Context: an optimization exercise on an open-source flow, tuned for small area. The choices shown serve that exercise and are no tape-out recipe. Where RTL was checked, it was by simulation tests only, not by an equivalence proof against the original. No activity file was given, so power comes from the tool's default toggle rates.

==> module top_FFE, before the edit <==
module top_FFE(
	input  wire               clk,
	input  wire               rst,
	input  wire               load,
	input  wire signed [11:0] DATA_IN,
	output wire               valid_out,
	output reg  signed [11:0] DATA_OUT
);
	reg t1, t2;
	always @(posedge clk or negedge rst) begin
		if (!rst) begin
			t1 <= 1'b0;
			t2 <= 1'b0;
		end else begin
			t1 <= load;
			t2 <= t1;
		end
	end
	reg  a, b, c;
	wire open_s = ~c & (~b | a);           
	wire accept = open_s & t2;
	always @(posedge clk or negedge rst) begin
		if (!rst) begin
			a <= 1'b0;
			b <= 1'b0;
			c <= 1'b0;
		end else begin
			a <= b;
			b <= c;
			c <= (c & ~(a & b)) | accept;
		end
	end
	assign valid_out = a & ~b;
	wire s1 = ~b & c;
	wire s2 = ~a & b & c;
	wire s3 = a & b & c;
	wire s4 = a & b & ~c;
	reg  [1:0] cnt;
	always @(posedge clk or negedge rst) begin
		if (!rst) begin
			cnt <= 2'b00;
		end else if (s4) begin
			cnt[1] <= cnt[1] | cnt[0];
			cnt[0] <= ~cnt[1];
		end
	end
	wire m1 = cnt[1] | cnt[0];    
	wire m2 = cnt[1];             
	wire m3 = cnt[1] & ~cnt[0];   
	reg [11:0] x0, x1;
	reg [8:0]  x2h;
	reg        c2, z2;
	reg [7:0]  x3h;
	reg        z3;
	wire       k2 = x1[2] & x1[0];
	wire       k3 = (x1[3] & x1[1]) | ((x1[3] | x1[1]) & k2);
	wire       c1 = (x1[4] & x1[2]) | ((x1[4] | x1[2]) & k3);
	always @(posedge clk) begin
		if (accept) begin
			x0  <= DATA_IN;
			x1  <= x0;
			x2h <= x1[11:3];
			c2  <= c1;
			z2  <= ~|x1[3:0];
		end
		x3h <= x2h[8:1];
		z3  <= z2;
	end
	wire [11:0] tA = {x0[11], x0[11:1]};
	wire [11:0] tB = ~{{2{x1[11]}}, x1[11:2]};
	wire        cB = ~|x1[1:0];
	wire [11:0] tC = {{3{x2h[8]}}, x2h};
	wire [11:0] tD = {{5{x2h[8]}}, x2h[8:2]};
	wire [11:0] tE = ~{{4{x3h[7]}}, x3h};
	wire        eE = s1 & m3;
	wire        eC = s2 & m2;
	wire        eB = s3 & m1;
	wire        eD = s4 & m2;
	wire [11:0] op1 = s1 ? tA : DATA_OUT;
	wire [11:0] op2 = ({12{eE}} & tE) | ({12{eC}} & tC) | ({12{eB}} & tB) | ({12{eD}} & tD);
	wire        cin = (eE & z3) | (eC & c2) | (eB & cB);
	wire [11:0] n1 = ~op1, n2 = ~op2;
	wire [12:0] ncy;
	wire [11:0] nsum;
	assign ncy[0] = ~cin;
	genvar i;
	generate
		for (i = 0; i < 12; i = i + 1) begin : g_add
			assign nsum[i]  = n1[i] ^ n2[i] ^ ncy[i];
			assign ncy[i+1] = (n1[i] & n2[i]) | (n1[i] & ncy[i]) | (n2[i] & ncy[i]);
		end
	endgenerate
	always @(posedge clk) DATA_OUT <= ~nsum;
endmodule
export LEC_CHECK = 0
export CAP_MARGIN = 20
export CORE_MARGIN = 2
export CORE_UTILIZATION = 60
export PLACE_DENSITY = 0.8
export SLEW_MARGIN = 20
create_clock -name core_clock -period 10.0 [get_ports {clk}]
standard.sh (not shown) runs the stock make flow with config.mk's settings and CLKGATE_MAP_FILE= SYNTH_SCRIPT=/design/flow/synth_recipe.tcl, a recipe that flattens the netlist after the stock synthesis.
==> flow/flow/run.sh <==
#!/bin/bash
# Standard layout (standard.sh), with two changes passed to ORFS's scripts:
# port buffers use the smallest buffer cell, and clock tree synthesis
# inserts no dummy loads and uses small clock buffers.
export BUFFER_PORTS_ARGS="-buffer_cell sky130_fd_sc_hd__buf_1"
export CTS_ARGS="-sink_clustering_enable -repair_clock_nets -dont_use_dummy_load -buf_list sky130_fd_sc_hd__clkbuf_4 -sink_clustering_size 30 -sink_clustering_max_diameter 100"
bash standard.sh > standard.log 2>&1
Rerun with:
--- a/flow/design.v
+++ b/flow/design.v
@@ -72,23 +72,23 @@
 	wire [11:0] tC = {{3{x2h[8]}}, x2h};
 	wire [11:0] tD = {{5{x2h[8]}}, x2h[8:2]};
 	wire [11:0] tE = ~{{4{x3h[7]}}, x3h};
 	wire        eE = s1 & m3;
-	wire        eC = s2 & m2;
-	wire        eB = s3 & m1;
+	wire        eB = s2 & m1;
+	wire        eC = s3 & m2;
 	wire        eD = s4 & m2;
 	wire [11:0] op1 = s1 ? tA : DATA_OUT;
-	wire [11:0] op2 = ({12{eE}} & tE) | ({12{eC}} & tC) | ({12{eB}} & tB) | ({12{eD}} & tD);
-	wire        cin = (eE & z3) | (eC & c2) | (eB & cB);
-	wire [11:0] n1 = ~op1, n2 = ~op2;
-	wire [12:0] ncy;
-	wire [11:0] nsum;
-	assign ncy[0] = ~cin;
+	wire [11:0] op2 = ({12{eE}} & tE) | ({12{eB}} & tB) |
+	                  ({12{eC}} & tC) | ({12{eD}} & tD);
+	wire        cin = (eE & z3) | (eB & cB) | (eC & c2);
+	wire [12:0] cy;
+	wire [11:0] sum;
+	assign cy[0] = cin;
 	genvar i;
 	generate
 		for (i = 0; i < 12; i = i + 1) begin : g_add
-			assign nsum[i]  = n1[i] ^ n2[i] ^ ncy[i];
-			assign ncy[i+1] = (n1[i] & n2[i]) | (n1[i] & ncy[i]) | (n2[i] & ncy[i]);
+			assign sum[i]  = op1[i] ^ op2[i] ^ cy[i];
+			assign cy[i+1] = (op1[i] & op2[i]) | (op1[i] & cy[i]) | (op2[i] & cy[i]);
 		end
 	endgenerate
-	always @(posedge clk) DATA_OUT <= ~nsum;
+	always @(posedge clk) DATA_OUT <= sum;
 endmodule
Outcome: Routed wire length falls by 2.5%. Worst setup slack improved by 220 ps. Hold slack hardly moves. Cell area rises by 1.8%. First-iteration DRC count rises by 22%. Via count is about the same. Total power rises by 2.6%. Synthesized area rises by 2.1%. Synthesized cell count rises by 5.1%. Combinational power rises by 7.1%. Sequential share of layout area falls by 1.1 points. Fmax rises by 3.3%. Clock power hardly moves.
For the second run of this note, only the layout was checked, not whether the RTL still works.

## what the ideal ports hide
How much do the figures lean on ideal ports? The routed layouts below were timed once more, with nothing changed but the port constraints.
Step 1: set_driving_cell puts a clkbuf_16 on clk and a buf_2 on each other input, an assumption about the parent block.
Step 2 times the ports against the registers' clock, not the clock port: input delays grow and output delays shrink by t, the midpoint of the rising clock arrivals with the driver on.
Slacks: ideal ports / drivers / drivers and shift; pairs: ideal ports / drivers.
| run | t, ns | setup WS [ns] | hold WS [ns] | worst register clock-pin slew, ns |
|---|---|---|---|---|
| the first run | 0.408 | 3.240 / 3.240 / 3.240 | 0.351 / 0.351 / 0.351 | 0.10 / 0.10 |
| the second run | 0.408 | 3.459 / 3.459 / 3.459 | 0.351 / 0.351 / 0.351 | 0.09 / 0.09 |
After both steps every run listed still meets setup and hold.
